This is an optimization exercise on Yosys and OpenROAD, whose aim is small area, not a production implementation. The RTL was checked by simulation tests, not by an equivalence proof against the original design. Power and IR drop assume default switching activity. No driver is modelled on the clock port, so clocking that relies on it looks cheaper here than on a real chip.

Setup of job 101:
// hdmi
module hdmi
#(parameter FREQ=25200000, FS=48000, CTS=25200, N=6144)
 (
   input        I_CLK_PIXEL,
   input        I_RESET,      
   input [7:0]  I_R,
   input [7:0]  I_G,
   input [7:0]  I_B,
   input        I_BLANK,
   input        I_HSYNC,
   input        I_VSYNC,
   input        I_ASPECT_169,
   input        I_AUDIO_ENABLE,
   input [15:0] I_AUDIO_PCM_L,
   input [15:0] I_AUDIO_PCM_R,
   output [9:0] O_RED,    
   output [9:0] O_GREEN,  
   output [9:0] O_BLUE    
);
   wire [9:0]   red;
   wire [9:0]   green;
   wire [9:0]   blue;
   wire [9:0]   enc0out;
   wire [9:0]   enc1out;
   wire [9:0]   enc2out;
   wire         dataNext;
   wire [1:0]   dataPacket0Next;
   wire [3:0]   dataPacket1Next;
   wire [3:0]   dataPacket2Next;
   wire [24:0]  videoOut;       
   wire [1:0]   syncOut11;      
   wire [1:0]   syncOut12;      
   wire [10:0]  dataLineOut;    
   wire [10:0]  dataLine1;      
   wire         data;
   wire [7:0]   ROut;
   wire [7:0]   GOut;
   wire [7:0]   BOut;
   wire         vdeOut;
  ...
Size: roughly 2200 cells after synthesis, ~790 flip-flops, roughly 93 I/O pins, roughly 28000 um2 of cells after synthesis.
clock: 10.0 ns
lec_check: 0
cap_margin: 20
core_margin: 2
core_utilization: 50
cts_buf_list: sky130_fd_sc_hd__clkbuf_16
cts_cluster_diameter: 100
cts_cluster_size: 30
slew_margin: 20
run.sh (not shown) runs the stock make flow with config.mk's settings and CLKGATE_MAP_FILE= SYNTH_SCRIPT=/design/flow/synth_recipe.tcl, a recipe that flattens the netlist after the stock synthesis.
Job 101 reached the end of the flow, and the finished layout is clean on the timing, DRC and antenna checks.
Edits applied to the flow inputs when going from job 101 to job 102:
Settings: CTS_CLUSTER_SIZE changed from 30 to 34; PLACE_DENSITY newly set to 0.75; CORE_UTILIZATION changed from 50 to 65.
Notes after the runs:
Per the comparison of job 102 with job 101, clock network area share went down, non-filler instance count after layout went down about 6%, combinational fraction of design power climbed 0.5 points, sequential fraction of total cell area went up 0.75 points, fraction of power spent switching nets -0.28 points.
Clock buffer count in the final layout (job 102 over job 101): decrease, 5
On longest individual stage delay on the worst path, job 101 and job 102 are neck and neck.

========
hdmi, a different RTL version from the one above (not shown whole).
For scale: roughly 2,400 cells after synthesis, about 93 I/O pins.
Design hdmi, start of the top module:
module hdmi
#(parameter FREQ=25200000, FS=48000, CTS=25200, N=6144)
 (
   input        I_CLK_PIXEL,
   input        I_RESET,      
   input [7:0]  I_R,
   input [7:0]  I_G,
   input [7:0]  I_B,
   input        I_BLANK,
   input        I_HSYNC,
   input        I_VSYNC,
   input        I_ASPECT_169,
   input        I_AUDIO_ENABLE,
   input [15:0] I_AUDIO_PCM_L,
   input [15:0] I_AUDIO_PCM_R,
   output [9:0] O_RED,    
   output [9:0] O_GREEN,  
   output [9:0] O_BLUE    
);
export LEC_CHECK = 0
export CAP_MARGIN = 20
export CORE_MARGIN = 2
export CORE_UTILIZATION = 65
export PLACE_DENSITY = 0.75
export SLEW_MARGIN = 20
create_clock -name core_clock -period 10.0 [get_ports {I_CLK_PIXEL}]
standard.sh (not shown) runs the stock make flow with config.mk's settings and CLKGATE_MAP_FILE= SYNTH_SCRIPT=/design/flow/synth_recipe.tcl, a recipe that flattens the netlist after the stock synthesis.
==> flow/flow/run.sh <==
#!/bin/bash
# The standard layout (standard.sh), with three changes:
#  - after the standard synthesis, its combinational logic is mapped again for
#    area (flow/reopt.tcl; registers, their cells and names are unchanged);
#  - port buffers use the smallest buffer cell;
#  - clock tree synthesis without dummy loads.
# Each tool's full output goes to a log in the work folder: synth.log (standard
# synthesis), reopt.log (re-mapping), standard.log (the rest of the layout).
set -euo pipefail
export BUFFER_PORTS_ARGS="-buffer_cell sky130_fd_sc_hd__buf_1"
export CTS_ARGS="-sink_clustering_enable -repair_clock_nets -sink_clustering_size 30 -sink_clustering_max_diameter 100 -buf_list sky130_fd_sc_hd__clkbuf_16 -dont_use_dummy_load"
bash standard.sh synth > synth.log 2>&1
results="orfs/results/${FLOW_PLATFORM}/hdmi/base"
yosys_exe="$(command -v yosys || echo "${FLOW_HOME}/../tools/install/yosys/bin/yosys")"
cp "${results}/1_2_yosys.v" standard_synth.v
REOPT_LIB="${FLOW_HOME}/platforms/${FLOW_PLATFORM}/lib/sky130_fd_sc_hd__tt_025C_1v80.lib" \
REOPT_NETLIST="$PWD/${results}/1_2_yosys.v" REOPT_TOP="${FLOW_TOP}" \
   "${yosys_exe}" -c flow/reopt.tcl > reopt.log 2>&1
# the netlist is now newer than 1_synth.odb, so make redoes that step first
bash standard.sh finish > standard.log 2>&1
==> flow/flow/reopt.tcl <==
# Re-map the combinational logic of the standard synthesis netlist for area
# (ABC area mapping). The registers are kept as they are: the same cells with
# the same instance names. Run by run.sh as: yosys -c reopt.tcl
# Environment: REOPT_LIB (liberty file), REOPT_NETLIST (netlist, rewritten in
# place), REOPT_TOP (top module).
set lib $::env(REOPT_LIB)
set netlist $::env(REOPT_NETLIST)
set top $::env(REOPT_TOP)

# the platform's don't-use cells (probe and lpflow cells)
set f [open $lib r]
set text [read $f]
close $f
set dont_use {}
foreach {m name} [regexp -all -inline {cell \("?(sky130_fd_sc_hd__(?:lpflow|probe)\w*)"?\)} $text] {
   lappend dont_use -dont_use $name
}

puts "reopt: [expr {[llength $dont_use] / 2}] dont-use cells"
yosys read_liberty -ignore_miss_func $lib
yosys read_verilog $netlist
yosys hierarchy -top $top
# registers stay cell instances; every other cell becomes its logic function
yosys setattr -mod -set keep_hierarchy 1 {sky130_fd_sc_hd__*df*} {sky130_fd_sc_hd__*dl*}
yosys flatten
yosys opt_clean
yosys techmap
yosys opt -fast
yosys abc -liberty $lib {*}$dont_use -script "+strash;&get -n;&deepsyn -T 60;&put;dch;map -a;topo"
yosys opt_clean -purge
yosys setundef -zero
yosys splitnets
yosys opt_clean -purge
yosys hilomap -singleton -hicell sky130_fd_sc_hd__conb_1 HI -locell sky130_fd_sc_hd__conb_1 LO
yosys insbuf -buf sky130_fd_sc_hd__buf_4 A X
yosys select $top
yosys tee -o reopt_stat.txt stat -liberty $lib
yosys write_verilog -noattr -nohex -nodec -selected $netlist
The starting point finished with timing, DRC and antenna clean.
==> next run, changes <==
--- a/flow/flow/reopt.tcl
+++ b/flow/flow/reopt.tcl
@@ -27,5 +27,5 @@
 yosys techmap
 yosys opt -fast
-yosys abc -liberty $lib {*}$dont_use -script "+strash;&get -n;&deepsyn -T 60;&put;dch;map -a;topo"
+yosys abc -liberty $lib {*}$dont_use -script "+strash;&get -n;&deepsyn -T 60;&dch -f;&nf -R 1000 -p -F 8 -C 32;&put;topo"
 yosys opt_clean -purge
 yosys setundef -zero
The changed run finished clean; combinational power rose by roughly a tenth; non-clock buffer count rose by 4; final area fell slightly; die area fell slightly; wire length fell by a little under a tenth; fmax rose slightly; area after synthesis fell slightly; sequential cell count stays the same; utilization rose by 0.55 points.

separate check: timing with driven ports:
The flow's constraints put no driver on any port. The routed layouts listed below were extracted and timed again, unchanged, in two steps.
Step 1: set_driving_cell puts a clkbuf_16 on I_CLK_PIXEL and a buf_2 on each other input, an assumption about the parent block.
Step 2, shift: input delay + t, output delay - t, t = (earliest + latest rising clock arrival at the registers) / 2. This alone moves slack from input paths to output paths.
a / b / c = no drivers / after step 1 / after step 2; a / b = the first two.
run	shift t [ns]	slack for setup (ns)	worst setup path after step 2
job 101	0.693	2.474 / 2.474 / 2.474	register to register
job 102	0.650	2.448 / 2.448 / 2.448	register to register
the first run of note 2	0.644	4.070 / 4.070 / 4.070	register to register
the second run of note 2	0.634	4.100 / 4.100 / 4.100	register to register
After both steps setup and hold are still met in every run listed.
